From an optimization exercise on the open Yosys and OpenROAD flow, aimed at small area, a short achievable clock period and few clock cycles; shortcuts taken in it are not production practice. The RTL was checked by simulation tests, not by an equivalence proof against the original design. No activity file was given, so power comes from the tool's default toggle rates.

==> flow/design.v <==
module pipelinedPS#(parameter OP_WIDTH  = 4,
                    parameter CV_WIDTH  = 10,
                    parameter HZ_CV_WIDTH  = 10,
                    parameter STATES_WIDTH  = 15,
                    parameter ADDR_WIDTH  = 8,
                    parameter DATA_WIDTH  = 16,
                    parameter REG_WIDTH   = 4,
                    parameter IMM8_WIDTH  = 8,
                    parameter REG_NUM     = 16)
       (
           input  clk,
           input  rst,
           input  start,
           output reg stop_o,
           input   [DATA_WIDTH-1:0]  im_r_data,
           output  [ADDR_WIDTH-1:0]  im_addr,
           output  [ADDR_WIDTH-1:0] dm_addr,
           output  dm_wr,
           input  [DATA_WIDTH-1:0] dm_r_data,
           output [DATA_WIDTH-1:0] dm_w_data
       );
reg  [7:0]  pc;         
reg         run;
reg         vE;
reg         weE, lwE, swE, jmpzE, jumpE;
reg  [1:0]  aluE;       
reg  [3:0]  rdE;
reg  [7:0]  immE;
reg  [15:0] aE, bE;
reg         gapE;       
reg         dsE;        
reg         weW;
reg  [3:0]  rdW;
reg  [15:0] valW;
reg  [15:0] rf [0:15];
wire [15:0] ins = im_r_data;
wire [3:0]  op  = ins[15:12];
wire [3:0]  rs  = ins[11:8];
wire [3:0]  rt  = ins[7:4];
wire [3:0]  rd  = ins[3:0];
wire vF = run | start;
wire f_lw    = (op == 4'b0000);
wire f_sw    = (op == 4'b0001);
wire f_add   = (op == 4'b0010);
wire f_mov   = (op == 4'b0011);
wire f_sub   = (op == 4'b0100);
wire f_jmpz  = (op == 4'b0101);
wire f_jump  = (op == 4'b0110);
wire f_stop  = (op == 4'b0111);
wire f_addf  = (op == 4'b1000);
wire f_multf = (op == 4'b1001);
wire f_slt   = (op == 4'b1010);
wire f_nop   = (op == 4'b1111);
wire f_we    = f_lw | f_add | f_mov | f_sub | f_addf | f_multf | f_slt;
wire f_rtype = f_add | f_sub | f_multf | f_nop | f_stop | f_jmpz | f_slt;
wire [3:0] f_rd = (f_lw | f_mov) ? rs : rd;
wire [1:0] f_alu = f_sub ? 2'd1 : f_slt ? 2'd2 : f_mov ? 2'd3 : 2'd0;
wire [15:0] sum  = aE + bE;
wire [15:0] diff = aE - bE;
reg  [15:0] aluout;
always @(*) begin
    case (aluE)
        2'd0: aluout = sum;
        2'd1: aluout = diff;
        2'd2: aluout = {15'd0, (aE < bE)};
        default: aluout = {{8{immE[7]}}, immE};
    endcase
end
wire e_skip = vE & jmpzE & (aE == 16'd0);    
wire e_jump = vE & jumpE & ~(f_lw & (rs == 4'd0));
wire gapF = (vE & lwE & f_rtype & ((rs == rdE) | (rt == rdE))) | (vE & dsE) | e_skip;
wire e_fwd_g = lwE & ~(f_addf & ~gapF);
wire [15:0] resE = e_fwd_g ? dm_r_data : aluout;
wire useW_lw = gapE | gapF;
wire hitE_a = vE & weE & (rdE == rs);
wire hitE_b = vE & weE & (rdE == rt);
wire hitW_a = weW & (rdW == rs);
wire hitW_b = weW & (rdW == rt);
reg [15:0] a_n, b_n;
always @(*) begin
    if (f_lw) begin
        a_n = (hitW_a & useW_lw) ? valW : rf[rs];
        b_n = (hitW_b & useW_lw) ? valW : rf[rt];
    end else begin
        a_n = hitE_a ? resE : hitW_a ? valW : rf[rs];
        b_n = hitE_b ? resE : hitW_b ? valW : rf[rt];
    end
end
wire [7:0] fa = e_skip ? pc + 8'd1 : pc;
assign im_addr = fa;
always @(posedge clk) begin
    if (rst) begin
        pc <= 8'd1;
        run <= 1'b0;
        stop_o <= 1'b0;
        vE <= 1'b0;
        weW <= 1'b0;
    end else begin
        if (vF)
            pc <= e_jump ? immE : fa + 8'd1;
        run <= vF & ~f_stop;
        stop_o <= vF & f_stop;
        vE <= vF;
        weW <= vE & weE;
    end
end
always @(posedge clk) begin
    weE   <= f_we;
    lwE   <= f_lw;
    swE   <= f_sw;
    jmpzE <= f_jmpz;
    jumpE <= f_jump;
    aluE  <= f_alu;
    rdE   <= f_rd;
    immE  <= ins[7:0];
    aE    <= a_n;
    bE    <= b_n;
    gapE  <= gapF;
    dsE   <= vE & jumpE;
    rdW   <= rdE;
    valW  <= lwE ? dm_r_data : aluout;
end
always @(posedge clk) begin: rf_write
    integer i;
    for (i = 0; i < 16; i = i + 1)
        if (rst)
            rf[i] <= 16'd0;
        else if (weW && rdW == i)
            rf[i] <= valW;
end
assign dm_addr   = immE;
assign dm_wr     = vE & swE;
assign dm_w_data = aE;
endmodule
Settings: LEC_CHECK=0, ABC_CLOCK_PERIOD_IN_PS=2500, CAP_MARGIN=20, CORE_MARGIN=2, CORE_UTILIZATION=40, SETUP_SLACK_MARGIN=3.0, SLEW_MARGIN=20; clock period 6.0 ns.
run.sh (not shown) runs the stock make flow with config.mk's settings and CLKGATE_MAP_FILE= SYNTH_SCRIPT=/design/flow/synth_recipe.tcl, a recipe that flattens the netlist after the stock synthesis.
The starting point produced a clean layout.
Testbench counts at the start, summed over its fixed seeds: cycles 65,245.
Change:
- ABC_CLOCK_PERIOD_IN_PS: 2500 -> default
Effect: Wire length does not change. Global-route usage stays the same. Power is unchanged. Setup slack does not change. Clock skew stays the same.

## juniper
Another version of the RTL of pipelinedPS (not shown whole).
For scale: roughly 1200 cells after synthesis, about 360 flip-flops, about 69 I/O pins.
clock: 6.0 ns
lec_check: 0
cap_margin: 20
core_margin: 2
core_utilization: 50
setup_slack_margin: 3.2
slew_margin: 20
synth_hierarchical: 1
synth_minimum_keep_size: 0
Testbench counts of juniper, summed over its fixed seeds: cycles 67,337.
[inputs] yarrow vs juniper
- setting CTS_CLUSTER_SIZE to 10 for the first time
- changing SETUP_SLACK_MARGIN from 3.2 to 3.4
- setting CTS_BUF_LIST to sky130_fd_sc_hd__clkbuf_4 sky130_fd_sc_hd__clkbuf_8 for the first time
Notes after the runs:
Setup WNS juniper -> yarrow: better. Relative to juniper, the total number of nets in the final design measured on yarrow has increased by a few percent. Of juniper and yarrow, the higher relative contribution of the clock network to total power belongs to juniper. Sort juniper and yarrow by final cell count desc -> top: yarrow.
[inputs] fjord vs yarrow
- a deleted CTS_BUF_LIST that had been sky130_fd_sc_hd__clkbuf_4 sky130_fd_sc_hd__clkbuf_8
- a change of CORE_UTILIZATION from 50 to 45
- a deleted CTS_CLUSTER_SIZE that had been 10
==> comparison <==
No stage failed in fjord, and the final checks on the layout all came back clean.
No stage failed in yarrow, and the final checks on the layout all came back clean.
Comparing fjord and yarrow, the higher number of buffers and inverters on the critical path was measured on fjord.
The final area of fjord and that of yarrow are within noise of each other.
From yarrow to fjord the numbers moved as follows: width of the die rose by 9.6 um; cell count saw a decrease; full die area shows an increase of about 11%; average vias per placed instance saw an increase.
fjord against yarrow; power per unit of standard cell area is up by a few percent.

pipelinedPS again, from the RTL that the note above started with.
Settings: LEC_CHECK=0, CAP_MARGIN=20, CORE_MARGIN=2, CORE_UTILIZATION=50, CTS_CLUSTER_DIAMETER=100, CTS_CLUSTER_SIZE=24, SETUP_SLACK_MARGIN=3.6, SLEW_MARGIN=20, SYNTH_HIERARCHICAL=1, SYNTH_MINIMUM_KEEP_SIZE=0; clock period 6.0 ns.
Testbench counts at the start, summed over its fixed seeds: cycles 67,337.
Rerun with:
--- a/flow/config.mk
+++ b/flow/config.mk
@@ -11,3 +11 @@
-export CTS_CLUSTER_DIAMETER = 100
-export CTS_CLUSTER_SIZE = 24
-export SETUP_SLACK_MARGIN = 3.6
+export SETUP_SLACK_MARGIN = 3.4
What happened:
- routed wire length goes down by 2.4%
- clock skew went down by 12 ps
- global-route usage decreases by 0.46 points
- die area does not change
- via count decreases by 1.8%
Rerun with:
--- a/flow/config.mk
+++ b/flow/config.mk
@@ -10 +10 @@
-export CORE_UTILIZATION = 50
+export CORE_UTILIZATION = 55
After rerunning:
- The changed run produced a clean layout
- clock-buffer cell count rises by 4
- wire length falls by 2.2%
- power rises by 2.1%
- clock skew falls by 3.7 ps
- die area falls by 8.9%
- core utilization rises by 6.9 points
- worst setup slack gets worse by 86 ps
- cell count falls by 0.56%
- flip-flop and latch count is unchanged
- synthesized area is unchanged
Rerun with:
--- a/flow/config.mk
+++ b/flow/config.mk
@@ -10 +10,3 @@
-export CORE_UTILIZATION = 55
+export CORE_UTILIZATION = 50
+export CTS_CLUSTER_DIAMETER = 100
+export CTS_CLUSTER_SIZE = 24
Result:
- worst hold slack is better by 8.7 ps
- final area goes down by about 4%
- total power is lower by 12%
- non-clock buffer count shrinks by 7

## job 101
Starting RTL as in the previous note.
export LEC_CHECK = 0
export CAP_MARGIN = 20
export CORE_MARGIN = 2
export CORE_UTILIZATION = 50
export CTS_BUF_LIST = sky130_fd_sc_hd__clkbuf_8
export CTS_CLUSTER_SIZE = 16
export SETUP_SLACK_MARGIN = 3.4
export SLEW_MARGIN = 20
export SYNTH_HIERARCHICAL = 1
export SYNTH_MINIMUM_KEEP_SIZE = 0
create_clock -name core_clock -period 6.0 [get_ports {clk}]
Testbench counts of job 101, summed over its fixed seeds: cycles 67,337.
Setup changes, job 101 to job 102
-- flow/config.mk --
<<< job 101, line 11
export CTS_BUF_LIST = sky130_fd_sc_hd__clkbuf_8
export CTS_CLUSTER_SIZE = 16
>>> job 102, line 11
<<< job 101, line 17
>>> job 102, line 15
export TNS_END_PERCENT = 5
==> notes.md <==
Between job 101 and job 102, the flow reports power in the clock group increasing by more than 10%. Depth of the critical timing path with buffers and inverters included in job 102 vs job 101: down 8. Comparing job 101 and job 102, wire length is lower on job 102. Job 102 did not stop at any stage, and its layout met the timing, design-rule and antenna checks. Status: final worst hold slack parity (job 102, job 101). Between job 101 and job 102, the total power is higher for job 102.
Relative to job 102, the following input files were edited for job 103:
-- flow/config.mk --
<<< job 102, line 11
export SETUP_SLACK_MARGIN = 3.4
>>> job 103, line 11
export SETUP_SLACK_MARGIN = 3.65
<<< job 102, line 15
export TNS_END_PERCENT = 5
>>> job 103, line 15
[summary]
- Looking at the reports, job 103 completed the entire flow and the layout it produced met the timing, design-rule and antenna checks.
- Higher standard cell area after detailed placement goes to job 103 over job 102.
- Changes observed in job 103 relative to job 102: pre-CTS setup slack +0.042 ns; switching power has increased.
- Cmp job 103 and job 102 / clock-buffer cell count / higher: job 103
- Fmax is higher on job 103
- Post-synthesis to final-layout area growth up 7.1 points in job 103 wrt job 102
- Type of the worst setup path: flip-flop to flip-flop -> job 103, flip-flop to output pin -> job 102

re-timing with driven ports:
No port has a modelled driver above. Below, the same layouts with a new extraction and two added sets of constraints. Step 1 (the two cells are an assumption about what drives the block):
set clk [get_ports {clk}]
set_driving_cell -lib_cell sky130_fd_sc_hd__clkbuf_16 $clk
set_driving_cell -lib_cell sky130_fd_sc_hd__buf_2 [delete_from_list [all_inputs] $clk]
Step 2 times the ports against the registers' clock, not the clock port: input delays grow and output delays shrink by t, the midpoint of the rising clock arrivals with the driver on. a / b / c = ideal ports / drivers / drivers and shift; a / b = the first two.
run | shift t [ns] | setup WS [ns] | worst data-port slew with drivers (ns)
the first run of note 1 | 0.641 | 2.414 / 2.351 / 2.203 | 0.24
the second run of note 1 | 0.641 | 2.414 / 2.351 / 2.203 | 0.24
juniper | 0.579 | 3.244 / 3.194 / 2.848 | 0.05
yarrow | 0.651 | 3.425 / 3.425 / 2.927 | 0.05
fjord | 0.593 | 3.342 / 3.369 / 2.775 | 0.06
the first run of note 3 | 0.585 | 3.461 / 3.461 / 3.081 | 0.04
the second run of note 3 | 0.583 | 3.411 / 3.400 / 2.942 | 0.05
the third run of note 3 | 0.583 | 3.326 / 3.326 / 2.934 | 0.04
the fourth run of note 3 | 0.574 | 3.341 / 3.341 / 2.957 | 0.05
job 101 | 0.651 | 3.400 / 3.400 / 2.902 | 0.05
job 102 | 0.583 | 3.286 / 3.233 / 2.820 | 0.04
job 103 | 0.575 | 3.540 / 3.540 / 3.165 | 0.05
After both steps setup and hold are still met in every run listed. For fjord, which loses most, drivers alone change the setup slack by +0.027 ns; drivers and shift together by -0.567 ns.
